This is an optimization exercise on Yosys and OpenROAD, whose aim is small area and a short achievable clock period, not a production implementation.
RTL that was checked went through simulation tests only; none was proved equivalent to the original.

red:
==> module work_zyq, before the edit <==
module work_zyq(CLK,rst,keystat,dataout);
	input CLK;
	input rst;
	input [4:0]keystat;
	output [31:0]dataout;
	reg [31:0]dataout;
	reg [14:0]first;       
	reg [2:0]preop;        
	reg [4:0]prestat;      
	wire [14:0] second;
	zq_v4 uv(.d(dataout[15:0]), .v(second));
	wire [14:0] t;
	wire tco;              
	zq_rca #(15) usub(.a(first), .b(~second), .ci(1'b1), .s(t), .co(tco));
	wire gt = tco & |t;
	wire [14:0] mag;       
	zq_cneg #(15) uneg(.x(t), .n(~tco), .y(mag));
	wire [15:0] sum;
	zq_rca #(15) uadd(.a(first), .b(second), .ci(1'b0), .s(sum[14:0]), .co(sum[15]));
	wire [28:0] prod;
	zq_mul15 umul(.a(first), .b(second), .p(prod));
	wire [14:0] quo;
	zq_div15 udiv(.n(first), .d(second), .q(quo));
	wire is_add = preop == 3'b110;
	wire is_sub = preop == 3'b111;
	wire is_mul = preop == 3'b100;
	wire is_div = preop == 3'b101;
	wire is_none = ~preop[2];
	wire [28:0] ans = ({29{is_add}} & {13'd0, sum}) |
	                  ({29{is_sub}} & {14'd0, mag}) |
	                  ({29{is_mul}} & prod) |
	                  ({29{is_div}} & {14'd0, quo}) |
	                  ({29{is_none}} & {14'd0, first});
	wire [31:0] bcd;
	zq_bcd29 ubcd(.b(ans), .d(bcd));
	wire neg = is_sub & ~gt;
	wire ge10    = mag >= 15'd10;
	wire ge100   = mag >= 15'd100;
	wire ge1000  = mag >= 15'd1000;
	wire ge10000 = mag >= 15'd10000;
	wire [5:1] sgn;
	assign sgn[1] = neg & ~ge10;
	assign sgn[2] = neg & ge10 & ~ge100;
	assign sgn[3] = neg & ge100 & ~ge1000;
	assign sgn[4] = neg & ge1000 & ~ge10000;
	assign sgn[5] = neg & ge10000;
	wire dz = is_div & ~|second;
	wire [31:0] res = dz ? 32'h00000EDD :
		bcd | {8'd0, {4{sgn[5]}}, {4{sgn[4]}}, {4{sgn[3]}}, {4{sgn[2]}}, {4{sgn[1]}}, 4'd0};
	wire kedge = keystat != prestat;
	wire k_dig = keystat <= 5'd9;
	wire k_op  = keystat[4:1] == 4'b0101 || keystat[4:1] == 4'b0110;
	wire k_clr = keystat == 5'h0E;
	wire k_eq  = keystat == 5'h0F;
	always @(posedge CLK) begin
		if (rst) begin
			dataout <= 32'd0;
			preop <= 3'd0;
			prestat <= 5'h10;
			first <= 15'd0;
		end else if (kedge) begin
			prestat <= keystat;
			if (k_clr)
				dataout <= 32'd0;
			else if (k_dig)
				dataout <= {dataout[27:0], keystat[3:0]};
			else if (k_op) begin
				first <= second;
				dataout <= 32'd0;
				preop <= {1'b1, keystat[1:0]};
			end else if (k_eq)
				dataout <= res;
		end
	end
endmodule
==> flow/config.mk <==
export PLATFORM = sky130hd
export DESIGN_NAME = work_zyq
export DESIGN_NICKNAME = work_zyq
export VERILOG_FILES = /design/flow/design.v
export SDC_FILE = /design/flow/constraint.sdc
export NUM_CORES = 8
export LEC_CHECK = 0
export CAP_MARGIN = 20
export CORE_MARGIN = 2
export CORE_UTILIZATION = 40
export SLEW_MARGIN = 20
==> flow/constraint.sdc <==
create_clock -name core_clock -period 220.0 [get_ports {CLK}]
set_input_delay 44.0000 -clock core_clock [delete_from_list [all_inputs] [get_ports {CLK}]]
set_output_delay 44.0000 -clock core_clock [all_outputs]
set_load 0.01 [all_outputs]
standard.sh (not shown) runs the stock make flow with config.mk's settings and CLKGATE_MAP_FILE= SYNTH_SCRIPT=/design/flow/synth_recipe.tcl, a recipe that flattens the netlist after the stock synthesis.
==> flow/flow/run.sh <==
#!/bin/bash
# Own layout flow: the standard synthesis and layout, except that Yosys maps the
# logic with the area-oriented ABC script in flow/abc.script (no gate upsizing), then
# the standard layout (standard.sh) from floorplan to finish, with buf_2 port buffers.
# Each tool's full output goes to a log file in the work folder.
set -euo pipefail
WORK=$(pwd)
FL=$WORK/flow

# synthesis script: synth_recipe.tcl with ORFS's synth.tcl swapped for a copy whose
# ABC call uses flow/abc.script
sed "s#^source \$::env(SCRIPTS_DIR)/synth_preamble.tcl#source \$::env(SCRIPTS_DIR)/synth_preamble.tcl\nset abc_args [lreplace \$abc_args 1 1 $FL/abc.script]#" \
  "$FLOW_HOME/scripts/synth.tcl" > "$WORK/own_synth.tcl"
grep -q "lreplace \$abc_args 1 1" "$WORK/own_synth.tcl"
sed "s#\$::env(SCRIPTS_DIR)/synth.tcl#$WORK/own_synth.tcl#" "$WORK/synth_recipe.tcl" > "$WORK/own_synth_recipe.tcl"
grep -q "own_synth.tcl" "$WORK/own_synth_recipe.tcl"
sed "s#SYNTH_SCRIPT=[^ ]*#SYNTH_SCRIPT=$WORK/own_synth_recipe.tcl#" "$WORK/standard.sh" > "$WORK/own_synth.sh"
grep -q "own_synth_recipe.tcl" "$WORK/own_synth.sh"

bash "$WORK/own_synth.sh" synth > "$WORK/synth.log" 2>&1
export BUFFER_PORTS_ARGS="-buffer_cell sky130_fd_sc_hd__buf_2"
bash "$WORK/standard.sh" > "$WORK/layout.log" 2>&1
test -f "$WORK/out/final.def"
==> flow/flow/abc.script <==
strash
dch
amap
topo
red finished all stages; the layout is clean.
The following lists how blue was set up differently from red:
--- a/flow/design.v
+++ b/flow/design.v
@@ -48,29 +48,22 @@
 	wire [31:0] res = dz ? 32'h00000EDD :
 		bcd | {8'd0, {4{sgn[5]}}, {4{sgn[4]}}, {4{sgn[3]}}, {4{sgn[2]}}, {4{sgn[1]}}, 4'd0};
 	wire kedge = keystat != prestat;
-	wire k_dig = keystat <= 5'd9;
-	wire k_op  = keystat[4:1] == 4'b0101 || keystat[4:1] == 4'b0110;
-	wire k_clr = keystat == 5'h0E;
+	wire k_num = ~keystat[4];                         
+	wire k_dig = k_num & ~(keystat[3] & (keystat[2] | keystat[1]));
+	wire k_op  = k_num & keystat[3] & (keystat[2] ^ keystat[1]);
 	wire k_eq  = keystat == 5'h0F;
+	wire run = ~rst & kedge;
+	wire d_keep  = ~rst & ~(kedge & k_num);
+	wire d_shift = run & k_dig;
+	wire d_res   = run & k_eq;
+	wire f_load  = run & k_op;
+	wire f_keep  = ~rst & ~f_load;
 	always @(posedge CLK) begin
-		if (rst) begin
-			dataout <= 32'd0;
-			preop <= 3'd0;
-			prestat <= 5'h10;
-			first <= 15'd0;
-		end else if (kedge) begin
-			prestat <= keystat;
-			if (k_clr)
-				dataout <= 32'd0;
-			else if (k_dig)
-				dataout <= {dataout[27:0], keystat[3:0]};
-			else if (k_op) begin
-				first <= second;
-				dataout <= 32'd0;
-				preop <= {1'b1, keystat[1:0]};
-			end else if (k_eq)
-				dataout <= res;
-		end
+		dataout <= ({32{d_keep}} & dataout) | ({32{d_shift}} & {dataout[27:0], keystat[3:0]}) |
+		           ({32{d_res}} & res);
+		first <= ({15{f_keep}} & first) | ({15{f_load}} & second);
+		preop <= ({3{f_keep}} & preop) | ({3{f_load}} & {1'b1, keystat[1:0]});
+		prestat <= rst ? 5'h10 : keystat;
 	end
 endmodule
 module zq_rca(a, b, ci, s, co);
- The flow did not stop early for blue: all stages ran, and the layout cleared the timing, DRC and antenna checks.
- The core of blue is more densely filled than that of red.
- The final reports for blue and red show met1 layer wirelength in the final routing lower in the former.
- Summary — time the final worst path needs with I/O delays and setup, blue relative to red: higher, by 0.25 ns.
- Looking at core outline area across both flows, blue is the stronger of the two, with red trailing.
- Compared with red, in blue routed wire length lower; via count lower; sequential cell area share roughly the same; number of standard cells in the final layout excluding fillers lower.
The RTL of blue was laid out without a check of its function.


== indigo ==
work_zyq, a different RTL version from the one above (not shown whole).
For scale: roughly 2,700 cells after synthesis, roughly 39 I/O pins, ~17,000 um^2 of cells after synthesis.
==> module work_zyq, before the edit <==
module work_zyq(CLK,rst,keystat,dataout);
	input CLK;
	input rst;
	input [4:0]keystat;
	output [31:0]dataout;
	reg [31:0]dataout;
	reg [14:0]first;       
	reg [2:0]preop;        
	reg [4:0]prestat;      
	wire [14:0] second;
	zq_v4 uv(.d(dataout[15:0]), .v(second));
	wire subm = preop[0];
	wire [14:0] u;
	wire uco;              
	zq_rca #(15) uas(.a(first), .b(second ^ {15{subm}}), .ci(subm), .s(u), .co(uco));
	wire gt = uco & |u;
	wire [14:0] mag;       
	zq_cneg #(15) uneg(.x(u), .n(subm & ~uco), .y(mag));
	wire [15:0] sum = {uco, mag};
	wire [28:0] prod;
	zq_mul15 umul(.a(first), .b(second), .p(prod));
	wire [14:0] quo;
	zq_div15 udiv(.n(first), .d(second), .q(quo));
	wire is_add = preop == 3'b110;
	wire is_sub = preop == 3'b111;
	wire is_mul = preop == 3'b100;
	wire is_div = preop == 3'b101;
	wire is_none = ~preop[2];
	wire [28:0] ans = ({29{is_add}} & {13'd0, uco, 15'd0}) |
	                  ({29{is_add | is_sub}} & {14'd0, mag}) |
	                  ({29{is_mul}} & prod) |
	                  ({29{is_div}} & {14'd0, quo}) |
	                  ({29{is_none}} & {14'd0, first});
	wire [31:0] bcd;
	zq_bcd29 ubcd(.b(ans), .d(bcd));
	wire neg = is_sub & ~gt;
	wire [4:0] nz;         
	assign nz[0] = |bcd[3:0];
	assign nz[1] = |bcd[7:4];
	assign nz[2] = |bcd[11:8];
	assign nz[3] = |bcd[15:12];
	assign nz[4] = |bcd[19:16];
	wire [5:1] sgn;
	assign sgn[1] = neg & ~|nz[4:1];
	assign sgn[2] = neg & nz[1] & ~|nz[4:2];
	assign sgn[3] = neg & nz[2] & ~|nz[4:3];
	assign sgn[4] = neg & nz[3] & ~nz[4];
	assign sgn[5] = neg & nz[4];
	wire dz = is_div & ~|second;
	wire [31:0] res = dz ? 32'h00000EDD :
		bcd | {8'd0, {4{sgn[5]}}, {4{sgn[4]}}, {4{sgn[3]}}, {4{sgn[2]}}, {4{sgn[1]}}, 4'd0};
	wire [31:0] d_nx;
	wire [14:0] f_nx;
	wire [2:0] p_nx;
	wire [4:0] k_nx;
	zq_ctl uctl(.rst(rst), .keystat(keystat), .prestat(prestat), .dataout(dataout), .res(res),
		.first(first), .second(second), .preop(preop),
		.d_nx(d_nx), .f_nx(f_nx), .p_nx(p_nx), .k_nx(k_nx));
	always @(posedge CLK) begin
		dataout <= d_nx;
		first <= f_nx;
		preop <= p_nx;
		prestat <= k_nx;
	end
endmodule
==> module zq_ctl, before the edit <==
module zq_ctl(rst, keystat, prestat, dataout, res, first, second, preop, d_nx, f_nx, p_nx, k_nx);
	input rst;
	input [4:0] keystat, prestat;
	input [31:0] dataout, res;
	input [14:0] first, second;
	input [2:0] preop;
	output [31:0] d_nx;
	output [14:0] f_nx;
	output [2:0] p_nx;
	output [4:0] k_nx;
	wire kedge = keystat != prestat;
	wire k_num = ~keystat[4];                         
	wire k_dig = k_num & ~(keystat[3] & (keystat[2] | keystat[1]));
	wire k_op  = k_num & keystat[3] & (keystat[2] ^ keystat[1]);
	wire k_eq  = keystat == 5'h0F;
	wire run = ~rst & kedge;
	wire d_keep  = ~rst & ~(kedge & k_num);
	wire d_shift = run & k_dig;
	wire d_res   = run & k_eq;
	wire f_load  = run & k_op;
	wire f_keep  = ~rst & ~f_load;
	assign d_nx = ({32{d_keep}} & dataout) | ({32{d_shift}} & {dataout[27:0], keystat[3:0]}) |
	              ({32{d_res}} & res);
	assign f_nx = ({15{f_keep}} & first) | ({15{f_load}} & second);
	assign p_nx = ({3{f_keep}} & preop) | ({3{f_load}} & {1'b1, keystat[1:0]});
	assign k_nx = rst ? 5'h10 : keystat;
endmodule
clock: 220.0 ns
lec_check: 0
cap_margin: 20
core_margin: 2
core_utilization: 40
slew_margin: 20
==> flow/flow/run.sh <==
#!/bin/bash
# Own layout flow: the standard synthesis and layout, except that
#  - Yosys skips the quick ABC pass inside synth (-noabc), extracts full/half adder
#    cells only in the modules listed in flow/fa_modules.txt (kept apart until mapping,
#    then flattened like the rest), and maps the logic with the area-oriented ABC script
#    in flow/abc.script (no gate upsizing); the next-state module zq_ctl is mapped with
#    ORFS's speed script;
#  - port buffers are buf_2 cells;
#  - the resizer's repair_timing aims at the slack in flow/margin.txt (the SDC's clock is
#    unchanged).
# Each tool's full output goes to a log file in the work folder.
set -euo pipefail
WORK=$(pwd)
FL=$WORK/flow
MARGIN=$(cat "$FL/margin.txt")
FAMODS=$(cat "$FL/fa_modules.txt")

sed -e "s#^source \$::env(SCRIPTS_DIR)/synth_preamble.tcl#source \$::env(SCRIPTS_DIR)/synth_preamble.tcl\nset abc_fast \$abc_args\nset abc_args [lreplace \$abc_args 1 1 $FL/abc.script]#" \
    -e "s#^  extract_fa {\*}\[dont_use_extract_fa_args\]\$#  extract_fa {*}[dont_use_extract_fa_args] $FAMODS#" \
    -e "s#^  log_cmd abc {\*}\$abc_args\$#  log_cmd abc {*}\$abc_fast zq_ctl\n  log_cmd abc {*}\$abc_args \$::env(DESIGN_NAME) $FAMODS#" \
  "$FLOW_HOME/scripts/synth.tcl" > "$WORK/own_synth.tcl"
grep -q "lreplace \$abc_args 1 1" "$WORK/own_synth.tcl"
grep -q "abc_fast zq_ctl" "$WORK/own_synth.tcl"
grep -q "extract_fa {\*}\[dont_use_extract_fa_args\] $FAMODS" "$WORK/own_synth.tcl"
sed "s#\$::env(SCRIPTS_DIR)/synth.tcl#$WORK/own_synth.tcl#" "$WORK/synth_recipe.tcl" > "$WORK/own_synth_recipe.tcl"
grep -q "own_synth.tcl" "$WORK/own_synth_recipe.tcl"
sed "s#SYNTH_SCRIPT=[^ ]*#SYNTH_SCRIPT=$WORK/own_synth_recipe.tcl#" "$WORK/standard.sh" > "$WORK/own_synth.sh"
grep -q "own_synth_recipe.tcl" "$WORK/own_synth.sh"

SYNTH_KEEP_MODULES="zq_ctl $FAMODS" SYNTH_ARGS=-noabc bash "$WORK/own_synth.sh" synth > "$WORK/synth.log" 2>&1
export BUFFER_PORTS_ARGS="-buffer_cell sky130_fd_sc_hd__buf_2"
export SETUP_SLACK_MARGIN=$MARGIN
bash "$WORK/standard.sh" > "$WORK/layout.log" 2>&1
test -f "$WORK/out/final.def"
==> flow/flow/fa_modules.txt <==
zq_mul15
==> flow/flow/margin.txt <==
174.6
Scripts as last shown in full above: flow/flow/abc.script
What quartz does differently from indigo at the input level:
--- a/flow/design.v
+++ b/flow/design.v
@@ -31,5 +31,5 @@
 	                  ({29{is_mul}} & prod) |
 	                  ({29{is_div}} & {14'd0, quo}) |
-	                  ({29{is_none}} & {14'd0, first});
+	                  29'd0;    
 	wire [31:0] bcd;
 	zq_bcd29 ubcd(.b(ans), .d(bcd));
@@ -50,15 +50,13 @@
 	wire [31:0] res = dz ? 32'h00000EDD :
 		bcd | {8'd0, {4{sgn[5]}}, {4{sgn[4]}}, {4{sgn[3]}}, {4{sgn[2]}}, {4{sgn[1]}}, 4'd0};
-	wire [31:0] d_nx;
-	wire [14:0] f_nx;
-	wire [2:0] p_nx;
+	wire d_keep, d_shift, d_res, f_load, f_keep;
 	wire [4:0] k_nx;
-	zq_ctl uctl(.rst(rst), .keystat(keystat), .prestat(prestat), .dataout(dataout), .res(res),
-		.first(first), .second(second), .preop(preop),
-		.d_nx(d_nx), .f_nx(f_nx), .p_nx(p_nx), .k_nx(k_nx));
+	zq_ctl uctl(.rst(rst), .keystat(keystat), .prestat(prestat),
+		.d_keep(d_keep), .d_shift(d_shift), .d_res(d_res), .f_load(f_load), .f_keep(f_keep), .k_nx(k_nx));
 	always @(posedge CLK) begin
-		dataout <= d_nx;
-		first <= f_nx;
-		preop <= p_nx;
+		dataout <= ({32{d_keep}} & dataout) | ({32{d_shift}} & {dataout[27:0], keystat[3:0]}) |
+		           ({32{d_res}} & res);
+		first <= ({15{f_keep}} & first) | ({15{f_load}} & second);
+		preop <= ({3{f_keep}} & preop) | ({3{f_load}} & {1'b1, keystat[1:0]});
 		prestat <= k_nx;
 	end
@@ -159,13 +157,8 @@
 	assign d = conv(b);
 endmodule
-module zq_ctl(rst, keystat, prestat, dataout, res, first, second, preop, d_nx, f_nx, p_nx, k_nx);
+module zq_ctl(rst, keystat, prestat, d_keep, d_shift, d_res, f_load, f_keep, k_nx);
 	input rst;
 	input [4:0] keystat, prestat;
-	input [31:0] dataout, res;
-	input [14:0] first, second;
-	input [2:0] preop;
-	output [31:0] d_nx;
-	output [14:0] f_nx;
-	output [2:0] p_nx;
+	output d_keep, d_shift, d_res, f_load, f_keep;
 	output [4:0] k_nx;
 	wire kedge = keystat != prestat;
@@ -175,13 +168,9 @@
 	wire k_eq  = keystat == 5'h0F;
 	wire run = ~rst & kedge;
-	wire d_keep  = ~rst & ~(kedge & k_num);
-	wire d_shift = run & k_dig;
-	wire d_res   = run & k_eq;
-	wire f_load  = run & k_op;
-	wire f_keep  = ~rst & ~f_load;
-	assign d_nx = ({32{d_keep}} & dataout) | ({32{d_shift}} & {dataout[27:0], keystat[3:0]}) |
-	              ({32{d_res}} & res);
-	assign f_nx = ({15{f_keep}} & first) | ({15{f_load}} & second);
-	assign p_nx = ({3{f_keep}} & preop) | ({3{f_load}} & {1'b1, keystat[1:0]});
+	assign d_keep  = ~rst & ~(kedge & k_num);
+	assign d_shift = run & k_dig;
+	assign d_res   = run & k_eq;
+	assign f_load  = run & k_op;
+	assign f_keep  = ~rst & ~f_load;
 	assign k_nx = rst ? 5'h10 : keystat;
 endmodule
Results
- Number of tapcells was higher in the run labelled indigo.
- Summary — setup slack after layout, quartz relative to indigo: lower, by 130 ps.
- Per the comparison of quartz with indigo, total length of routed met3 wires went up 580 um.
- Reported for indigo and quartz, number of buffers on the longest clock path turned out identical to the last digit.
- Min count of non-filler cells in the finished layout across indigo and quartz: quartz
- The lower data required time at the worst endpoint of indigo and quartz is in indigo.
- Diff indigo -> quartz | design area | down slightly
- The final reports for quartz and indigo show unique cell type count in the Yosys netlist lower in the former.
- quartz against indigo; die area is down by a few percent.
No functional check of the RTL was part of indigo.

[port drivers added, routing unchanged]
Ports are ideal in the flow. The routed layouts listed here were re-timed in OpenROAD. Step 1: set_driving_cell puts a clkbuf_16 on CLK and a buf_2 on each other input, an assumption about the parent block. Step 2 also shifts input and output timing later by t, the mid clock arrival at the registers, as if the neighbouring blocks saw the same clock. a / b / c = ideal / step 1 / step 2; a / b = the first two.
run | t (ns) | setup WS [ns] | worst register clock-pin slew, ns | pins driven straight from the clock port
red | 0.350 | 173.638 / 173.658 / 173.308 | 0.08 / 0.08 | 1
blue | 0.349 | 173.387 / 173.412 / 173.063 | 0.08 / 0.08 | 1
indigo | 0.346 | 174.770 / 174.721 / 174.559 | 0.07 / 0.07 | 1
quartz | 0.340 | 174.640 / 174.657 / 174.317 | 0.08 / 0.08 | 1
After both steps every run listed still meets setup and hold. For red, which loses most, drivers alone change the setup slack by +0.020 ns; drivers and shift together by -0.330 ns.
